Background: an optimization exercise with open tools, aiming at small area and a short achievable clock period. Do not read the settings as production practice.
Only simulation tests tie the RTL to the original design; equivalence was not proved.
Power is estimated from default activity; no workload was simulated.

==> run M <==
==> flow/design.v <==
module processor(clk,rst,start,data_in,data_out);
input clk;
input rst;
input start;
input [7:0]data_in;
output [7:0]data_out;
reg [7:0] mem [0:255];
reg [7:0] A;
reg [15:0] row;      
reg [15:0] col;      
reg state;           
reg c1, c2;          
reg [7:0] tq [0:3];  
reg [3:0] tqs;       
wire [7:0] temp = (tq[0] & {8{tqs[0]}}) | (tq[1] & {8{tqs[1]}}) |
                  (tq[2] & {8{tqs[2]}}) | (tq[3] & {8{tqs[3]}});
wire wr = rst & ~state & ~start & (c1 | c2);
reg [7:0] rd [0:3];
integer i, q;
always @* begin
    for (q = 0; q < 4; q = q + 1) begin
        rd[q] = 8'b0;
        for (i = 0; i < 64; i = i + 1)
            rd[q] = rd[q] | (mem[q*64+i] & {8{row[q*4+i/16] & col[i%16]}});
    end
end
integer j;
always @(posedge clk) begin
    for (j = 0; j < 256; j = j + 1)
        if (wr & row[j/16] & col[j%16]) mem[j] <= data_in;
    if (rst & state) begin
        for (q = 0; q < 4; q = q + 1) begin
            tq[q] <= rd[q];
            tqs[q] <= |row[q*4 +: 4];
        end
    end
end
always @(posedge clk) begin
    if (!rst) begin
        state <= 1'b0;
        A <= 8'b0;
        row <= 16'b1;
        col <= 16'b1;
        c1 <= 1'b0;
        c2 <= 1'b0;
    end else if (!state) begin
        if (start) begin
            state <= 1'b1;
        end else begin
            col <= {col[14:0], col[15]};
            if (col[15]) row <= {row[14:0], row[15]};
            c1 <= ~c1;
            c2 <= c1;
        end
    end else begin
        col <= {col[14:0], col[15]};
        if (col[15]) row <= {row[14:0], row[15]};
        if (c1) A <= temp;
        c1 <= ~c1 & ~c2;
        c2 <= c1;
    end
end
assign data_out = A;
endmodule
==> flow/run.sh <==
#!/bin/bash
# synth_recipe.tcl (not shown) runs the flow's synth.tcl, then flattens the netlist and writes it again
# the make line also repeats each setting of config.mk as NAME=value (left out here)
make -C /OpenROAD-flow-scripts/flow DESIGN_CONFIG=/design/flow/config.mk WORK_HOME=/design/flow/orfs CLKGATE_MAP_FILE= SYNTH_SCRIPT=/design/flow/synth_recipe.tcl finish
==> flow/config.mk <==
export PLATFORM = sky130hd
export DESIGN_NAME = processor
export DESIGN_NICKNAME = processor
export VERILOG_FILES = /design/flow/design.v
export SDC_FILE = /design/flow/constraint.sdc
export NUM_CORES = 4
export LEC_CHECK = 0
export ABC_CLOCK_PERIOD_IN_PS = 2000
export CAP_MARGIN = 20
export CORE_MARGIN = 2
export CORE_UTILIZATION = 40
export CTS_BUF_LIST = sky130_fd_sc_hd__clkbuf_8 sky130_fd_sc_hd__clkbuf_16
export CTS_CLUSTER_DIAMETER = 50
export CTS_CLUSTER_SIZE = 20
export SETUP_SLACK_MARGIN = 2.7
export SLEW_MARGIN = 20
==> flow/constraint.sdc <==
create_clock -name core_clock -period 5.0 [get_ports {clk}]
set_input_delay 1.0000 -clock core_clock [delete_from_list [all_inputs] [get_ports {clk}]]
set_output_delay 1.0000 -clock core_clock [all_outputs]
set_load 0.01 [all_outputs]
==> run P (differences from run M) <==
--- a/flow/config.mk
+++ b/flow/config.mk
@@ -10,6 +10,7 @@
 export CORE_MARGIN = 2
-export CORE_UTILIZATION = 40
-export CTS_BUF_LIST = sky130_fd_sc_hd__clkbuf_8 sky130_fd_sc_hd__clkbuf_16
-export CTS_CLUSTER_DIAMETER = 50
-export CTS_CLUSTER_SIZE = 20
+export CORE_UTILIZATION = 65
+export CTS_BUF_LIST = sky130_fd_sc_hd__clkbuf_16
+export CTS_CLUSTER_DIAMETER = 60
+export CTS_CLUSTER_SIZE = 30
+export PLACE_DENSITY = 0.75
 export SETUP_SLACK_MARGIN = 2.7
==> qor.yml <==
met1_usage: 0.505
post_cts_buffers: 78
r2r_cells: 6
status: "complete, no violations"
p_leak_nw: 27.8
dpl.cell_count: 5826
synthToLayoutAreaGrowth_pct: 12.2
hp-start: "row[9]"
relSlewSlack: 0.298
placed_cell_area_mm2: 0.0809
cp.depth: 6
fin_skew_ns: 0.0702
seqPwrFrac: 0.601
swShare: 0.218
grtUsageMet2: 0.528
crit_path_max_fanout: 7
Source of the figures above: run P

==> qor.yml <==
hp-start: "c2"
r2r_cells: 5
dpl.cell_count: 6860
status: "complete, no violations"
swShare: 0.222
seqPwrFrac: 0.568
comb-power_uw: 996
met1_usage: 0.332
cp.depth: 5
ys_ff_latch: 2127
fin_skew_ns: 0.0592
p_leak_nw: 28.4
grtUsageMet2: 0.354
placed_cell_area_mm2: 0.0822
place.gp.congestion: 0.855
relSlewSlack: 0.312
Source of the figures above: run M


========
==> v24 <==
Starts from the design.v that is shown in full above.
Settings: LEC_CHECK=0, ABC_CLOCK_PERIOD_IN_PS=2000, CAP_MARGIN=20, CORE_MARGIN=2, CORE_UTILIZATION=40, CTS_BUF_LIST=sky130_fd_sc_hd__clkbuf_16, CTS_CLUSTER_DIAMETER=60, CTS_CLUSTER_SIZE=30, SETUP_SLACK_MARGIN=2.7, SLEW_MARGIN=20; clock period 5.0 ns.
run.sh (not shown) runs the stock make flow with config.mk's settings and CLKGATE_MAP_FILE= SYNTH_SCRIPT=/design/flow/synth_recipe.tcl, a recipe that flattens the netlist after the stock synthesis.
==> v39 (differences from v24) <==
==> flow/design.v, changed modules only <==
module processor(clk,rst,start,data_in,data_out);
input clk;
input rst;
input start;
input [7:0]data_in;
output [7:0]data_out;
reg [7:0] mem [0:255];
reg [7:0] A;
reg [15:0] row;      
reg [15:0] col;      
reg state;           
reg c1, c2;          
reg [7:0] tq [0:7];  
reg [7:0] tqs;       
reg [7:0] temp;
integer k;
always @* begin
    temp = 8'b0;
    for (k = 0; k < 8; k = k + 1)
        temp = temp | (tq[k] & {8{tqs[k]}});
end
wire wr = rst & ~state & ~start & (c1 | c2);
reg [7:0] rd [0:7];
integer i, q;
always @* begin
    for (q = 0; q < 8; q = q + 1) begin
        rd[q] = 8'b0;
        for (i = 0; i < 32; i = i + 1)
            rd[q] = rd[q] | (mem[q*32+i] & {8{row[q*2+i/16] & col[i%16]}});
    end
end
integer j;
always @(posedge clk) begin
    for (j = 0; j < 256; j = j + 1)
        if (wr & row[j/16] & col[j%16]) mem[j] <= data_in;
    if (rst & state) begin
        for (q = 0; q < 8; q = q + 1) begin
            tq[q] <= rd[q];
            tqs[q] <= |row[q*2 +: 2];
        end
    end
end
always @(posedge clk) begin
    if (!rst) begin
        state <= 1'b0;
        A <= 8'b0;
        row <= 16'b1;
        col <= 16'b1;
        c1 <= 1'b0;
        c2 <= 1'b0;
    end else if (!state) begin
        if (start) begin
            state <= 1'b1;
        end else begin
            col <= {col[14:0], col[15]};
            if (col[15]) row <= {row[14:0], row[15]};
            c1 <= ~c1;
            c2 <= c1;
        end
    end else begin
        col <= {col[14:0], col[15]};
        if (col[15]) row <= {row[14:0], row[15]};
        if (c1) A <= temp;
        c1 <= ~c1 & ~c2;
        c2 <= c1;
    end
end
assign data_out = A;
endmodule
==> v36 (differences from v24) <==
Settings changed: CTS_BUF_LIST sky130_fd_sc_hd__clkbuf_16 to sky130_fd_sc_hd__clkbuf_4 sky130_fd_sc_hd__clkbuf_8, CTS_CLUSTER_DIAMETER 60 to unset, CTS_CLUSTER_SIZE 30 to unset.
==> run notes <==
Run status: v24 complete, no violations; v36 complete, no violations; v39 complete, no violations
Global routing usage on met1: v24 33.2%; v36 34.1%; v39 29.6%
DIE AREA: v24 0.201 sq mm; v36 0.201 sq mm; v39 0.202 sq mm
Power consumed by the clock network: v24 12.2 mW; v36 14.9 mW; v39 12.2 mW
Terminating pin of the worst hold path: v24 c2; v36 mem[197][7]; v39 row[8]
Layout cell share with drive strength beyond 1: v24 19.5%; v36 24.2%; v39 17.4%
Delay contributed by the slowest stage of the critical path: v24 490 ps; v36 390 ps; v39 480 ps
Clock network latency to the later pin of the worst-skew pair: v24 830 ps; v36 1070 ps; v39 800 ps
WHS Path Cells: v24 2; v36 1; v39 2
Multi-input combinational cell count: v24 1,966; v36 1,966; v39 1,639
Buffer count excluding the clock tree in the final layout: v24 267; v36 251; v39 154
Effective utilization at floorplan: v24 40.1%; v36 40.1%; v39 40.2%
Buffer count from post-CTS setup fixing: v24 89; v36 106; v39 28
Routed via count divided by cell count: v24 6.34; v36 6.24; v39 6.23
Endpoint of the worst setup timing path: v24 tq[0][1]; v36 data_out[4]; v39 tq[7][0]
Combined global-route utilization of all metal layers: v24 23.1%; v36 24.0%; v39 21.0%
Hold path startpoint: v24 c2; v36 data_in[7]; v39 row[8]
Multi-input gate share of total cell area: v24 16.7%; v36 16.2%; v39 15.6%
Weighted congestion at the end of routability-driven global placement: v24 0.855; v36 0.855; v39 0.828
Area fraction in and, or, nand and nor cells after synthesis: v24 5.42%; v36 5.42%; v39 3.48%
Combinational share of power: v24 2.9%; v36 2.7%; v39 3.3%
Nets: v24 4,516; v36 4,716; v39 4,100
Flop+latch power: v24 19.6 mW; v36 19.6 mW; v39 19.9 mW
1st-pass router iterations: v24 12; v36 6; v39 7
DRC violation total after the first TritonRoute iteration: v24 8,018; v36 8,318; v39 6,167
Routed length per instance: v24 33.2 um; v36 32.6 um; v39 32.1 um

[afterwards: timing with drivers on the ports]
No port has a modelled driver above. Below, the same layouts with a new extraction and two added sets of constraints. Step 1 (the two cells are an assumption about what drives the block):
set clk [get_ports {clk}]
set_driving_cell -lib_cell sky130_fd_sc_hd__clkbuf_16 $clk
set_driving_cell -lib_cell sky130_fd_sc_hd__buf_2 [delete_from_list [all_inputs] $clk]
Step 2 times the ports against the registers' clock, not the clock port: input delays grow and output delays shrink by t, the midpoint of the rising clock arrivals with the driver on. Three values: ideal, step 1, step 2; two values: the first two.
| run | t, ns | slack for setup (ns) | worst setup path after step 2 | clock arrival spread, ns | worst slew at a driven data input, ns |
|---|---|---|---|---|---|
| run M | 0.904 | 2.472 / 2.472 / 1.825 | input to register | 0.060 / 0.060 | 0.10 |
| run P | 0.830 | 2.366 / 2.366 / 1.970 | input to register | 0.070 / 0.071 | 0.04 |
| v24 | 0.895 | 2.470 / 2.470 / 1.826 | input to register | 0.052 / 0.052 | 0.10 |
| v39 | 0.864 | 2.676 / 2.621 / 1.924 | input to register | 0.037 / 0.036 | 0.10 |
| v36 | 1.101 | 2.447 / 2.365 / 1.670 | input to register | 0.097 / 0.096 | 0.10 |
After both steps setup and hold are still met in every run listed. For v36, which loses most, drivers alone change the setup slack by -0.082 ns; drivers and shift together by -0.777 ns.
